What follows belongs to an exercise in optimizing a design on an open flow for small area and a short achievable clock period; a production flow would make more cautious choices. In this exercise RTL edits were held to simulation tests only and were not proved equivalent to the original. No activity file was given, so power comes from the tool's default toggle rates.

==> module arith_eg3_mod, before the edit <==
module arith_eg3_mod(
    input clk,
    input rst,
    input int a,
    input int b,
    input [1:0] sel,
    output int r
);
    localparam int K1 = 12;
    localparam int K2 = 25;
    localparam int RIPPLE_MAX = 4;    
    logic        mul0, mul1, mul2;       
    logic        div0, div1, div2;       
    logic        inv0, inv1, inv2;       
    logic        nq0,  nq1,  nq2;        
    logic [31:0] ns0,  ns1,  ns2;        
    logic [31:0] y0,   y1,   y2;         
    logic [31:0] xr1,  xr2;              
    logic [31:0] qr1,  qr2;              
    wire  [2:0]        m_mul = {mul2, mul1, mul0};
    wire  [2:0]        m_div = {div2, div1, div0};
    wire  [2:0]        m_inv = {inv2, inv1, inv0};
    wire  [2:0][31:0]  nsrc  = {ns2, ns1, ns0};
    wire  [2:0][31:0]  y     = {y2, y1, y0};
    wire  [2:0][31:0]  xreg  = {xr2, xr1, 32'd0};
    wire  [31:0][31:0] xo;       
    wire  [31:0] qc;               
    wire        s_div = (sel == 2'd3);
    wire        s_mul = (sel == 2'd2);
    wire        s_inv = sel[0];
    wire [31:0] a_abs = a[31] ? -a : a;
    wire [31:0] b_abs = b[31] ? -b : b;
    assign mul0 = s_mul;
    assign div0 = s_div;
    assign inv0 = s_inv;
    assign nq0  = s_div & (a[31] ^ b[31]) & (b != 32'd0);
    assign ns0  = s_div ? a_abs : a;
    assign y0   = (s_div ? b_abs : b) ^ {32{s_inv}};
    for (genvar k = 0; k < 32; k++) begin : row
        localparam int S = (k < K1) ? 0 : (k < K2) ? 1 : 2;
        wire         nb = ~m_mul[S] & nsrc[S][31-k];
        wire [k:0]   xin;
        if (k == 0)                  assign xin = nb;
        else if (k == K1 || k == K2) assign xin = {xreg[S][k-1:0], nb};
        else                         assign xin = {xo[k-1][k-1:0], nb};
        wire [k:0]   s;
        wire         co;
        alu_row #(.W(k+1), .FAST(k >= RIPPLE_MAX)) add (.x(xin), .y(y[S][k:0]), .ci(m_inv[S]), .s(s), .co(co));
        wire hz;
        if (k == 31) assign hz = 1'b1;
        else         assign hz = &y[S][31:k+1];
        wire keep = m_mul[S] ? nsrc[S][31-k] : m_div[S] ? (co & hz) : (k == 31);
        assign qc[31-k] = keep;
        assign xo[k] = {{(31-k){1'b0}}, keep ? s : xin};
    end
    logic sd, sx;    
    always_ff @(posedge clk) begin
        mul1 <= mul0;
        div1 <= div0;
        inv1 <= inv0;
        nq1  <= nq0;
        ns1  <= ns0;
        y1   <= y0;
        xr1  <= xo[K1-1];
        qr1  <= qc;
        mul2 <= mul1;
        div2 <= div1;
        inv2 <= inv1;
        nq2  <= nq1;
        ns2  <= ns1;
        y2   <= y1;
        xr2  <= xo[K2-1];
        qr2  <= {qr1[31:32-K1], qc[31-K1:0]};
        if (rst) begin
            sd <= 1'b0;
            sx <= 1'b0;
        end else begin
            sd <= div1;
            sx <= ~div1;
        end
    end
    wire [31:0] q = {qr2[31:32-K2], qc[31-K2:0]};
    wire [31:0] qf = nq2 ? -q : q;
    assign r = ({32{sd}} & qf) | ({32{sx}} & xo[31]);
endmodule
==> module alu_row, before the edit <==
module alu_row #(parameter int W = 8, parameter bit FAST = 1) (
    input  [W-1:0] x,
    input  [W-1:0] y,
    input          ci,
    output [W-1:0] s,
    output         co
);
    wire [W-1:0] p = x ^ y;
    wire [W:0]   c;
    assign c[0] = ci;
    if (!FAST || W < 3) begin : ripple
        for (genvar j = 0; j < W; j++) begin : bit_
            assign c[j+1] = (x[j] & y[j]) | (c[j] & p[j]);
        end
    end else begin : prefix
        localparam int L = (W > 16) ? 5 : (W > 8) ? 4 : (W > 4) ? 3 : (W > 2) ? 2 : 1;
        wire [W-1:0] g [0:L];
        wire [W-1:0] q [0:L];
        assign g[0][0] = (x[0] & y[0]) | (ci & p[0]);
        assign q[0][0] = 1'b0;
        for (genvar j = 1; j < W; j++) begin : gp
            assign g[0][j] = x[j] & y[j];
            assign q[0][j] = p[j];
        end
        for (genvar l = 0; l < L; l++) begin : lev
            for (genvar j = 0; j < W; j++) begin : node
                if ((j >> l) & 1) begin : comb
                    localparam int J = ((j >> (l + 1)) << (l + 1)) + (1 << l) - 1;
                    assign g[l+1][j] = g[l][j] | (q[l][j] & g[l][J]);
                    assign q[l+1][j] = q[l][j] & q[l][J];
                end else begin : pass
                    assign g[l+1][j] = g[l][j];
                    assign q[l+1][j] = q[l][j];
                end
            end
        end
        for (genvar j = 0; j < W; j++) begin : carry
            assign c[j+1] = g[L][j];
        end
    end
    assign s  = p ^ c[W-1:0];
    assign co = c[W];
endmodule
==> flow/config.mk <==
export PLATFORM = sky130hd
export DESIGN_NAME = arith_eg3_mod
export DESIGN_NICKNAME = arith_eg3_mod
export VERILOG_FILES = /design/flow/design.v
export SDC_FILE = /design/flow/constraint.sdc
export NUM_CORES = 4
export LEC_CHECK = 0
export ABC_AREA = 1
export CAP_MARGIN = 20
export CORE_MARGIN = 2
export CORE_UTILIZATION = 40
export SLEW_MARGIN = 76
==> flow/constraint.sdc <==
create_clock -name core_clock -period 75.0 [get_ports {clk}]
set_input_delay 15.0000 -clock core_clock [delete_from_list [all_inputs] [get_ports {clk}]]
set_output_delay 15.0000 -clock core_clock [all_outputs]
set_load 0.01 [all_outputs]
run.sh (not shown) runs the stock make flow with config.mk's settings and CLKGATE_MAP_FILE= SYNTH_SCRIPT=/design/flow/synth_recipe.tcl, a recipe that flattens the netlist after the stock synthesis.
Then changed:
--- a/flow/design.v
+++ b/flow/design.v
@@ -4,13 +4,15 @@
     input int a,
     input int b,
     input [1:0] sel,
     output int r
 );
-    localparam int K1 = 12;
-    localparam int K2 = 25;
+    localparam int K1 = 9;
+    localparam int K2 = 28;
     localparam int RIPPLE_MAX = 4;    
+    localparam int MID_STYLE = 1;     
+    localparam int END_STYLE = 0;     
     logic        mul0, mul1, mul2;       
     logic        div0, div1, div2;       
     logic        inv0, inv1, inv2;       
     logic        nq0,  nq1,  nq2;        
     logic [31:0] ns0,  ns1,  ns2;        
@@ -43,11 +45,11 @@
         if (k == 0)                  assign xin = nb;
         else if (k == K1 || k == K2) assign xin = {xreg[S][k-1:0], nb};
         else                         assign xin = {xo[k-1][k-1:0], nb};
         wire [k:0]   s;
         wire         co;
-        alu_row #(.W(k+1), .FAST(k >= RIPPLE_MAX)) add (.x(xin), .y(y[S][k:0]), .ci(m_inv[S]), .s(s), .co(co));
+        alu_row #(.W(k+1), .FAST(k >= RIPPLE_MAX), .STYLE(S == 1 ? MID_STYLE : END_STYLE)) add (.x(xin), .y(y[S][k:0]), .ci(m_inv[S]), .s(s), .co(co));
         wire hz;
         if (k == 31) assign hz = 1'b1;
         else         assign hz = &y[S][31:k+1];
         wire keep = m_mul[S] ? nsrc[S][31-k] : m_div[S] ? (co & hz) : (k == 31);
         assign qc[31-k] = keep;
@@ -81,11 +83,11 @@
     end
     wire [31:0] q = {qr2[31:32-K2], qc[31-K2:0]};
     wire [31:0] qf = nq2 ? -q : q;
     assign r = ({32{sd}} & qf) | ({32{sx}} & xo[31]);
 endmodule
-module alu_row #(parameter int W = 8, parameter bit FAST = 1) (
+module alu_row #(parameter int W = 8, parameter bit FAST = 1, parameter int STYLE = 0) (
     input  [W-1:0] x,
     input  [W-1:0] y,
     input          ci,
     output [W-1:0] s,
     output         co
@@ -93,27 +95,57 @@
     wire [W-1:0] p = x ^ y;
     wire [W:0]   c;
     assign c[0] = ci;
     if (!FAST || W < 3) begin : ripple
         for (genvar j = 0; j < W; j++) begin : bit_
-            assign c[j+1] = (x[j] & y[j]) | (c[j] & p[j]);
+            assign c[j+1] = p[j] ? c[j] : x[j];
+        end
+    end else if (STYLE == 1) begin : bk
+        localparam int L = (W > 16) ? 5 : (W > 8) ? 4 : (W > 4) ? 3 : (W > 2) ? 2 : 1;
+        localparam int NL = 2 * L - 1;
+        wire [W-1:0] g [0:NL];
+        wire [W-1:0] q [0:NL];
+        assign g[0][0] = p[0] ? ci : x[0];
+        assign q[0][0] = 1'b0;
+        for (genvar j = 1; j < W; j++) begin : gp
+            assign g[0][j] = x[j];
+            assign q[0][j] = p[j];
+        end
+        for (genvar i = 0; i < NL; i++) begin : lev
+            localparam int UP = (i < L);
+            localparam int LL = UP ? i : (2 * L - 2 - i);
+            for (genvar j = 0; j < W; j++) begin : node
+                localparam bit DO = UP ? (((j + 1) % (1 << (LL + 1))) == 0)
+                                       : ((((j + 1) % (1 << (LL + 1))) == (1 << LL)) && (j >= (1 << (LL + 1))));
+                if (DO) begin : comb
+                    localparam int J = j - (1 << LL);
+                    assign g[i+1][j] = q[i][j] ? g[i][J] : g[i][j];
+                    assign q[i+1][j] = q[i][j] & q[i][J];
+                end else begin : pass
+                    assign g[i+1][j] = g[i][j];
+                    assign q[i+1][j] = q[i][j];
+                end
+            end
+        end
+        for (genvar j = 0; j < W; j++) begin : carry
+            assign c[j+1] = g[NL][j];
         end
     end else begin : prefix
         localparam int L = (W > 16) ? 5 : (W > 8) ? 4 : (W > 4) ? 3 : (W > 2) ? 2 : 1;
         wire [W-1:0] g [0:L];
         wire [W-1:0] q [0:L];
-        assign g[0][0] = (x[0] & y[0]) | (ci & p[0]);
+        assign g[0][0] = p[0] ? ci : x[0];
         assign q[0][0] = 1'b0;
         for (genvar j = 1; j < W; j++) begin : gp
-            assign g[0][j] = x[j] & y[j];
+            assign g[0][j] = x[j];
             assign q[0][j] = p[j];
         end
         for (genvar l = 0; l < L; l++) begin : lev
             for (genvar j = 0; j < W; j++) begin : node
                 if ((j >> l) & 1) begin : comb
                     localparam int J = ((j >> (l + 1)) << (l + 1)) + (1 << l) - 1;
-                    assign g[l+1][j] = g[l][j] | (q[l][j] & g[l][J]);
+                    assign g[l+1][j] = q[l][j] ? g[l][J] : g[l][j];
                     assign q[l+1][j] = q[l][j] & q[l][J];
                 end else begin : pass
                     assign g[l+1][j] = g[l][j];
                     assign q[l+1][j] = q[l][j];
                 end
Outcome:
- The new run produced a clean layout
- global-route usage increases by 0.28 points
- count of clock-buffer cells in the layout is unchanged
- area after synthesis increases by 13%
- cell count increases by 24%
- worst setup slack gets better by 5700 ps
- combinational power increases by about 9%
- power increases by 6.2%
- utilization decreases by 1.1 points
- clock skew decreases by 6.6 ps
- synthesized cell count increases by 28%
- sequential power is about the same
- maximum frequency increases by 17%
- non-clock buffer count increases by 26
- flip-flop and latch count is unchanged

-- re-timing with driven ports --
How much do the figures lean on ideal ports? The routed layouts below were timed once more, with nothing changed but the port constraints.
Step 1: set_driving_cell puts a clkbuf_16 on clk and a buf_2 on each other input, an assumption about the parent block.
Step 2 adds t to the input delays and takes it off the output delays; t is the mean of the earliest and latest rising clock arrival at the registers after step 1. Input paths then give back, and output paths get back, about the clock's delay inside the block.
a / b / c = no drivers / after step 1 / after step 2; a / b = the first two.
| run | shift t [ns] | slack for setup (ns) | clock arrival spread, ns |
|---|---|---|---|
| the first run | 0.532 | 36.605 / 36.542 / 37.073 | 0.024 / 0.023 |
| the second run | 0.527 | 42.283 / 42.283 / 41.986 | 0.018 / 0.018 |
After both steps setup and hold are still met in every run listed. For the second run, which loses most, drivers alone change the setup slack by 0.000 ns; drivers and shift together by -0.297 ns.
